This design comes from an exercise in tuning for small area and a short achievable clock period on the open sky130 flow, not from production work.
Where RTL was checked, it was by simulation tests only, not by an equivalence proof against the original.
No activity file was given, so power comes from the tool's default toggle rates.

==> try-juniper <==
Design DataPath16BitCpu_Clean, start of the top module:
module DataPath16BitCpu_Clean(Clk,Reset,Restart,Ins,Mem_Out,PC,A,ALU_Out,B,MemWrite);
    input Clk;                           
    input Reset;                         
    input Restart;                       
    input [15:0] Ins;                    
    input [15:0] Mem_Out;                
    output [15:0] PC;                    
    output [15:0] A;                     
    output [15:0] ALU_Out;               
    output [15:0] B;                     
    output MemWrite;                     
    wire [3:0] op = Ins[15:12];
    wire [3:0] rs = Ins[11:8];
    wire [3:0] rt = Ins[7:4];
    wire [3:0] rd = Ins[3:0];
    wire is_lw  = (op == 4'd8);
    wire is_sw  = (op == 4'd10);
    wire is_bne = (op == 4'd14);
    wire is_jmp = (op == 4'd15);
    wire is_r   = (op == 4'd0) | (op == 4'd1) | (op == 4'd2) | (op == 4'd6) | (op == 4'd7);
    wire we     = is_r | is_lw;
    wire [3:0] wa = op[3] ? rt : rd;     
    assign MemWrite = is_sw;
  ...
==> module DataPath16BitCpu_Clean, before the edit <==
module DataPath16BitCpu_Clean(Clk,Reset,Restart,Ins,Mem_Out,PC,A,ALU_Out,B,MemWrite);
    input Clk;                           
    input Reset;                         
    input Restart;                       
    input [15:0] Ins;                    
    input [15:0] Mem_Out;                
    output [15:0] PC;                    
    output [15:0] A;                     
    output [15:0] ALU_Out;               
    output [15:0] B;                     
    output MemWrite;                     
    wire [3:0] op = Ins[15:12];
    wire [3:0] rs = Ins[11:8];
    wire [3:0] rt = Ins[7:4];
    wire [3:0] rd = Ins[3:0];
    wire is_lw  = (op == 4'd8);
    wire is_sw  = (op == 4'd10);
    wire is_bne = (op == 4'd14);
    wire is_jmp = (op == 4'd15);
    wire is_r   = (op == 4'd0) | (op == 4'd1) | (op == 4'd2) | (op == 4'd6) | (op == 4'd7);
    wire we     = is_r | is_lw;
    wire [3:0] wa = op[3] ? rt : rd;     
    assign MemWrite = is_sw;
    wire [15:0] C;                       
    wire [15:0] wsel;                    
    wire [15:0] V;                       
    wire [255:0] Rf;
    genvar i;
    generate
        for (i = 0; i < 16; i = i + 1) begin : dec
            assign wsel[i] = we & (wa == i);
        end
    endgenerate
    genvar j;
    generate
        for (j = 0; j < 16; j = j + 1) begin : rf
            reg [15:0] q;
            always @(posedge Clk)
                if (wsel[j]) q <= ~C;      
            assign Rf[j*16 +: 16] = q;
        end
    endgenerate
    reg [15:0] Vr;
    always @(posedge Clk or negedge Reset)
        if (~Reset) Vr <= 16'd0;
        else Vr <= Vr | wsel;
    assign V = Vr;
    RdPort    rdA  (.a(rs), .V(V), .Rf(Rf), .y(A));
    RdPort    rdB  (.a(rt), .V(V), .Rf(Rf), .y(B));
    AddrGen   agen (.A(A), .off(Ins[3:0]), .y(ALU_Out));
    wire ne;
    ALU16     alu  (.op(op), .A(A), .B(B), .Mem_Out(Mem_Out), .C(C), .ne(ne));
    reg [15:0] PCr;
    wire [15:0] PC_Next;
    PCNext    pcn  (.PC(PCr), .Ins(Ins), .taken(is_bne & ne), .jmp(is_jmp), .nxt(PC_Next));
    always @(posedge Clk or negedge Restart)
        if (~Restart) PCr <= 16'd0;
        else PCr <= PC_Next;
    assign PC = PCr;
endmodule
==> module RdPort, before the edit <==
module RdPort(a, V, Rf, y);
    input [3:0] a;
    input [15:0] V;
    input [255:0] Rf;
    output [15:0] y;
    wire [15:0] s;
    genvar b, k;
    generate
        for (k = 0; k < 16; k = k + 1) begin : dec
            assign s[k] = (a == k) & V[k];
        end
        for (b = 0; b < 16; b = b + 1) begin : bit_
            wire [7:0] p;
            for (k = 0; k < 8; k = k + 1) begin : pair
                assign p[k] = ~((~s[2*k] | Rf[(2*k)*16 + b]) & (~s[2*k+1] | Rf[(2*k+1)*16 + b]));
            end
            assign y[b] = (p[0] | p[1] | p[2] | p[3]) | (p[4] | p[5] | p[6] | p[7]);
        end
    endgenerate
endmodule
==> module AddrGen, before the edit <==
module AddrGen(A, off, y);
    input [15:0] A;
    input [3:0] off;
    output [15:0] y;
    wire [3:0] g = A[3:0] & off;
    wire [3:0] p = A[3:0] ^ off;
    wire c1 = g[0];
    wire c2 = g[1] | (p[1] & g[0]);
    wire c3 = g[2] | (p[2] & g[1]) | (p[2] & p[1] & g[0]);
    wire c4 = g[3] | (p[3] & g[2]) | (p[3] & p[2] & g[1]) | (p[3] & p[2] & p[1] & g[0]);
    wire [15:4] ones, zeros;             
    assign ones[4] = 1'b1;
    assign zeros[4] = 1'b1;
    genvar i;
    generate
        for (i = 5; i < 16; i = i + 1) begin : pfx
            assign ones[i]  = &A[i-1:4];
            assign zeros[i] = ~|A[i-1:4];
        end
    endgenerate
    wire [15:4] hi1 = off[3] ? A[15:4] : A[15:4] ^ ones;     
    wire [15:4] hi0 = off[3] ? A[15:4] ^ zeros : A[15:4];    
    assign y = {c4 ? hi1 : hi0, p ^ {c3, c2, c1, 1'b0}};
endmodule
==> module ALU16, before the edit <==
module ALU16(op, A, B, Mem_Out, C, ne);
    input [3:0] op;
    input [15:0] A, B, Mem_Out;
    output [15:0] C;
    output ne;
    wire sub = op[2];                    
    wire [15:0] y = B ^ {16{sub}};
    wire [15:0] sum;
    Add16 add (.a(A), .b(y), .ci(sub), .s(sum), .ne(ne));   
    reg [15:0] res;
    always @(*)
        case (op[2:0])
            3'd0: res = A & B;
            3'd1: res = A | B;
            3'd7: res = {16{sum[15]}};
            default: res = sum;          
        endcase
    assign C = op[3] ? Mem_Out : res;    
endmodule
==> module PCNext, before the edit <==
module PCNext(PC, Ins, taken, jmp, nxt);
    input [15:0] PC;
    input [15:0] Ins;
    input taken, jmp;
    output [15:0] nxt;
    wire [4:0] k = taken ? {Ins[3], Ins[3:0]} + 5'd1 : 5'd1;    
    assign nxt = jmp ? Ins : PC + {{11{k[4]}}, k};
endmodule
==> module Add16, before the edit <==
module Add16(a, b, ci, s, ne);
    input [15:0] a, b;
    input ci;
    output [15:0] s;
    output ne;                           
    assign s = a + b + {15'd0, ci};
    assign ne = ~&(a ^ b);
endmodule
==> flow/config.mk <==
export PLATFORM = sky130hd
export DESIGN_NAME = DataPath16BitCpu_Clean
export DESIGN_NICKNAME = DataPath16BitCpu_Clean
export VERILOG_FILES = /design/flow/design.v
export SDC_FILE = /design/flow/constraint.sdc
export NUM_CORES = 4
export LEC_CHECK = 0
export CAP_MARGIN = 20
export CORE_MARGIN = 2
export CORE_UTILIZATION = 65
export PLACE_DENSITY = 0.8
export SLEW_MARGIN = 20
==> flow/constraint.sdc <==
create_clock -name core_clock -period 14.0 [get_ports {Clk}]
set_input_delay 2.8000 -clock core_clock [delete_from_list [all_inputs] [get_ports {Clk}]]
set_output_delay 2.8000 -clock core_clock [all_outputs]
set_load 0.01 [all_outputs]
standard.sh (not shown) runs the stock make flow with config.mk's settings and CLKGATE_MAP_FILE= SYNTH_SCRIPT=/design/flow/synth_recipe.tcl, a recipe that flattens the netlist after the stock synthesis.
==> flow/flow/run.sh <==
#!/bin/bash
# Layout flow: the standard flow (standard.sh) with these changes:
#  - synthesis is the standard flow's synthesis script (flow/synth.tcl) with other ABC
#    mapping scripts: modules on the input-to-output paths (RdPort AddrGen Add16) are mapped
#    for delay (flow/fast.abc), the rest for area (flow/area.abc); the
#    half/full-adder extraction is off. Registers are unchanged.
#  - port buffers are plain buf_4 cells;
#  - setup repair aims for a slack margin of 5 ns.
# Each step's full output goes to its own log file here.
set -euo pipefail
F=$(pwd)/flow
MY_ABC_SCRIPT=$F/area.abc MY_ABC_FAST_SCRIPT=$F/fast.abc MY_ABC_FAST_MODULES="RdPort AddrGen Add16" \
  bash standard.sh SYNTH_SCRIPT=$F/synth.tcl ADDER_MAP_FILE= SYNTH_HIERARCHICAL=1 SYNTH_MINIMUM_KEEP_SIZE=0 synth > synth.log 2>&1
bash standard.sh "BUFFER_PORTS_ARGS=-buffer_cell sky130_fd_sc_hd__buf_4" SETUP_SLACK_MARGIN=5  "CTS_ARGS=-sink_clustering_enable -repair_clock_nets -dont_use_dummy_load -buf_list {sky130_fd_sc_hd__clkbuf_4 sky130_fd_sc_hd__clkbuf_8} -sink_clustering_size 20 -sink_clustering_max_diameter 50" "BUFFER_PORTS_ARGS=-buffer_cell sky130_fd_sc_hd__buf_2" finish > layout.log 2>&1
==> flow/flow/area.abc <==
strash; dc2; &get -n; &dch -f; &nf -R 1000; &put
==> flow/flow/fast.abc <==
&get -n; &st; &dch; &nf; &put
==> flow/flow/synth.tcl <==
# The standard flow's synthesis script (synth_recipe.tcl) with one change: the ABC mapping
# script. MY_ABC_SCRIPT replaces ORFS's script; with SYNTH_HIERARCHICAL 1, the
# modules named in MY_ABC_FAST_MODULES are mapped with MY_ABC_FAST_SCRIPT
# instead. Registers are not touched by ABC.
proc synth {args} { yosys synth -nofsm -noshare {*}$args }
proc abc {args} {
  set i [lsearch -exact $args -script]
  if { $i < 0 || ![info exists ::env(MY_ABC_SCRIPT)] } {
    yosys abc {*}$args
    return
  }
  set fast {}
  if { [info exists ::env(MY_ABC_FAST_MODULES)] } { set fast $::env(MY_ABC_FAST_MODULES) }
  if { [llength $fast] > 0 } {
    set fargs $args
    lset fargs [expr {$i + 1}] $::env(MY_ABC_FAST_SCRIPT)
    yosys abc {*}$fargs {*}$fast
    # the rest: ABC leaves the cells mapped above alone
    lset args [expr {$i + 1}] $::env(MY_ABC_SCRIPT)
    yosys abc {*}$args
  } else {
    lset args [expr {$i + 1}] $::env(MY_ABC_SCRIPT)
    yosys abc {*}$args
  }
}
source $::env(SCRIPTS_DIR)/synth.tcl
# left out here: clear keep_hierarchy, flatten, clean up, hide names made inside functions, write 1_2_yosys.v
==> try-pepper (differences from try-juniper) <==
--- a/flow/design.v
+++ b/flow/design.v
@@ -39,3 +39,3 @@
             always @(posedge Clk)
-                if (wsel[j]) q <= ~C;      
+                if (wsel[j]) q <= C;
             assign Rf[j*16 +: 16] = q;
@@ -75,3 +75,3 @@
             for (k = 0; k < 8; k = k + 1) begin : pair
-                assign p[k] = ~((~s[2*k] | Rf[(2*k)*16 + b]) & (~s[2*k+1] | Rf[(2*k+1)*16 + b]));
+                assign p[k] = (s[2*k] & Rf[(2*k)*16 + b]) | (s[2*k+1] & Rf[(2*k+1)*16 + b]);
             end
@@ -91,2 +91,4 @@
     wire c4 = g[3] | (p[3] & g[2]) | (p[3] & p[2] & g[1]) | (p[3] & p[2] & p[1] & g[0]);
+    wire incr = c4 & ~off[3];
+    wire decr = ~c4 & off[3];
     wire [15:4] ones, zeros;             
@@ -101,5 +103,3 @@
     endgenerate
-    wire [15:4] hi1 = off[3] ? A[15:4] : A[15:4] ^ ones;     
-    wire [15:4] hi0 = off[3] ? A[15:4] ^ zeros : A[15:4];    
-    assign y = {c4 ? hi1 : hi0, p ^ {c3, c2, c1, 1'b0}};
+    assign y = {A[15:4] ^ (({12{incr}} & ones) | ({12{decr}} & zeros)), p ^ {c3, c2, c1, 1'b0}};
 endmodule
@@ -112,4 +112,4 @@
     wire [15:0] y = B ^ {16{sub}};
-    wire [15:0] sum;
-    Add16 add (.a(A), .b(y), .ci(sub), .s(sum), .ne(ne));   
+    wire [15:0] sum = A + y + {15'd0, sub};
+    assign ne = ~&(A ^ y);               
     reg [15:0] res;
@@ -129,12 +129,5 @@
     output [15:0] nxt;
-    wire [4:0] k = taken ? {Ins[3], Ins[3:0]} + 5'd1 : 5'd1;    
-    assign nxt = jmp ? Ins : PC + {{11{k[4]}}, k};
+    wire [15:0] pc1 = PC + 16'd1;
+    wire [15:0] pcb = pc1 + {{12{Ins[3]}}, Ins[3:0]};
+    assign nxt = jmp ? Ins : taken ? pcb : pc1;
 endmodule
-module Add16(a, b, ci, s, ne);
-    input [15:0] a, b;
-    input ci;
-    output [15:0] s;
-    output ne;                           
-    assign s = a + b + {15'd0, ci};
-    assign ne = ~&(a ^ b);
-endmodule
==> flow/flow/run.sh (replaced) <==
#!/bin/bash
# Layout flow: the standard flow (standard.sh) with these changes:
#  - synthesis is the standard flow's synthesis script (flow/synth.tcl) with other ABC
#    mapping scripts: modules on the input-to-output paths (RdPort AddrGen) are mapped
#    for delay (flow/fast.abc), the rest for area (flow/area.abc); the
#    half/full-adder extraction is off. Registers are unchanged.
#  - port buffers are plain buf_4 cells;
#  - setup repair aims for a slack margin of 5 ns.
# Each step's full output goes to its own log file here.
set -euo pipefail
F=$(pwd)/flow
MY_ABC_SCRIPT=$F/area.abc MY_ABC_FAST_SCRIPT=$F/fast.abc MY_ABC_FAST_MODULES="RdPort AddrGen" \
  bash standard.sh SYNTH_SCRIPT=$F/synth.tcl ADDER_MAP_FILE= SYNTH_HIERARCHICAL=1 SYNTH_MINIMUM_KEEP_SIZE=0 synth > synth.log 2>&1
bash standard.sh "BUFFER_PORTS_ARGS=-buffer_cell sky130_fd_sc_hd__buf_4" SETUP_SLACK_MARGIN=5  finish > layout.log 2>&1
Settings changed: CORE_UTILIZATION 65 to 40, PLACE_DENSITY 0.8 to 0.6.
==> try-harbor (differences from try-juniper) <==
--- a/flow/design.v
+++ b/flow/design.v
@@ -39,3 +39,3 @@
             always @(posedge Clk)
-                if (wsel[j]) q <= ~C;      
+                if (wsel[j]) q <= C;
             assign Rf[j*16 +: 16] = q;
@@ -73,7 +73,9 @@
         for (b = 0; b < 16; b = b + 1) begin : bit_
-            wire [7:0] p;
-            for (k = 0; k < 8; k = k + 1) begin : pair
-                assign p[k] = ~((~s[2*k] | Rf[(2*k)*16 + b]) & (~s[2*k+1] | Rf[(2*k+1)*16 + b]));
+            wire [5:0] p;
+            for (k = 0; k < 5; k = k + 1) begin : grp
+                assign p[k] = (s[3*k] & Rf[(3*k)*16 + b]) | (s[3*k+1] & Rf[(3*k+1)*16 + b])
+                            | (s[3*k+2] & Rf[(3*k+2)*16 + b]);
             end
-            assign y[b] = (p[0] | p[1] | p[2] | p[3]) | (p[4] | p[5] | p[6] | p[7]);
+            assign p[5] = s[15] & Rf[15*16 + b];
+            assign y[b] = (p[0] | p[1] | p[2]) | (p[3] | p[4] | p[5]);
         end
==> flow/flow/run.sh (replaced) <==
#!/bin/bash
# Layout flow: the standard flow (standard.sh) with these changes:
#  - synthesis is the standard flow's synthesis script (flow/synth.tcl) with other ABC
#    mapping scripts: modules on the input-to-output paths (RdPort AddrGen) are mapped
#    for delay (flow/fast.abc), the rest for area (flow/area.abc); the
#    half/full-adder extraction is off. Registers are unchanged.
#  - port buffers are plain buf_4 cells;
#  - setup repair aims for a slack margin of 5 ns.
# Each step's full output goes to its own log file here.
set -euo pipefail
F=$(pwd)/flow
MY_ABC_SCRIPT=$F/area.abc MY_ABC_FAST_SCRIPT=$F/fast.abc MY_ABC_FAST_MODULES="RdPort AddrGen" \
  bash standard.sh SYNTH_SCRIPT=$F/synth.tcl ADDER_MAP_FILE= SYNTH_HIERARCHICAL=1 SYNTH_MINIMUM_KEEP_SIZE=0 synth > synth.log 2>&1
bash standard.sh "BUFFER_PORTS_ARGS=-buffer_cell sky130_fd_sc_hd__buf_4" SETUP_SLACK_MARGIN=5  "CTS_ARGS=-sink_clustering_enable -repair_clock_nets -dont_use_dummy_load -buf_list {sky130_fd_sc_hd__clkbuf_4 sky130_fd_sc_hd__clkbuf_8} -sink_clustering_size 20 -sink_clustering_max_diameter 50" "BUFFER_PORTS_ARGS=-buffer_cell sky130_fd_sc_hd__buf_1" finish > layout.log 2>&1
==> flow/flow/area.abc (replaced) <==
strash; dc2; &get -n; &dch -f; &nf -R 1000; &put; mfs2 -W 4; strash; dc2; &get -n; &dch -f; &nf -R 1000; &put
Settings changed: CORE_UTILIZATION 65 to 55, PLACE_DENSITY 0.8 to 0.7.
==> comparison table <==
Outcome: try-pepper no timing/DRC/antenna violations; try-harbor no timing/DRC/antenna violations; try-juniper no timing/DRC/antenna violations
DRT Pass-1 Iters: try-pepper 5; try-harbor 12; try-juniper 6
Worst-case reg-to-reg path depth: try-pepper 25; try-harbor 29; try-juniper 29
Clock buffer cells: try-pepper 33; try-harbor 29; try-juniper 26
Final Net Count: try-pepper 1360; try-harbor 1281; try-juniper 1397
Register share of the cell area: try-pepper 49.9%; try-harbor 52.3%; try-juniper 51.8%
Multiplexer share of the synthesized area: try-pepper 0.661%; try-harbor 1.61%; try-juniper 1.61%
Fin util: try-pepper 49.0%; try-harbor 66.5%; try-juniper 78.2%
Cell area after synthesis: try-pepper 14200 um2; try-harbor 13700 um2; try-juniper 13800 um2
Hold endpoint: try-pepper Vr[13]; try-harbor Vr[9]; try-juniper Vr[15]
Post-synth net total: try-pepper 1170; try-harbor 1085; try-juniper 1210
Post-synthesis cell type count: try-pepper 46; try-harbor 38; try-juniper 43
Switching power summed over all nets: try-pepper 0.818 mW; try-harbor 0.765 mW; try-juniper 0.815 mW
Vias in the first global route: try-pepper 10816; try-harbor 10751; try-juniper 11377
Final critical-path required period: try-pepper 8.86 ns; try-harbor 8.94 ns; try-juniper 9.11 ns
Fraction of layout instances using a drive strength above 1: try-pepper 17.7%; try-harbor 16.8%; try-juniper 22.2%
Estimated wirelength of the detail-placed design: try-pepper 29800 um; try-harbor 28400 um; try-juniper 29400 um
Routed length on met3: try-pepper 4310 um; try-harbor 8030 um; try-juniper 7540 um
Horizontal extent of the die: try-pepper 192 um; try-harbor 162 um; try-juniper 150 um
Source of the worst hold timing path: try-pepper Vr[13]; try-harbor Vr[9]; try-juniper Vr[15]
Share of the synthesized netlist area taken by xor and xnor gates: try-pepper 5.00%; try-harbor 5.47%; try-juniper 5.40%
Register-to-register setup slack: try-pepper 7.52 ns; try-harbor 7.28 ns; try-juniper 7.34 ns
Number of rows in the core area: try-pepper 68; try-harbor 57; try-juniper 53
No functional check of the RTL was part of try-juniper.

==> separate check: timing with driven ports <==
No port has a modelled driver above. Below, the same layouts with a new extraction and two added sets of constraints. Step 1: set_driving_cell puts a clkbuf_16 on Clk and a buf_2 on each other input, an assumption about the parent block. Step 2, shift: input delay + t, output delay - t, t = (earliest + latest rising clock arrival at the registers) / 2. This alone moves slack from input paths to output paths. Three values: ideal ports, drivers, drivers and shift; two values: the first two.
run	t (ns)	slack for setup (ns)	worst data-port slew with drivers (ns)
try-juniper	0.608	4.886 / 4.866 / 4.633	0.04
try-pepper	0.602	5.143 / 5.119 / 4.699	0.05
try-harbor	0.623	5.061 / 5.031 / 4.575	0.04
After both steps setup and hold are still met in every run listed. The setup slack of try-harbor, which loses most, moves by -0.030 ns with the drivers and by -0.486 ns with both steps.
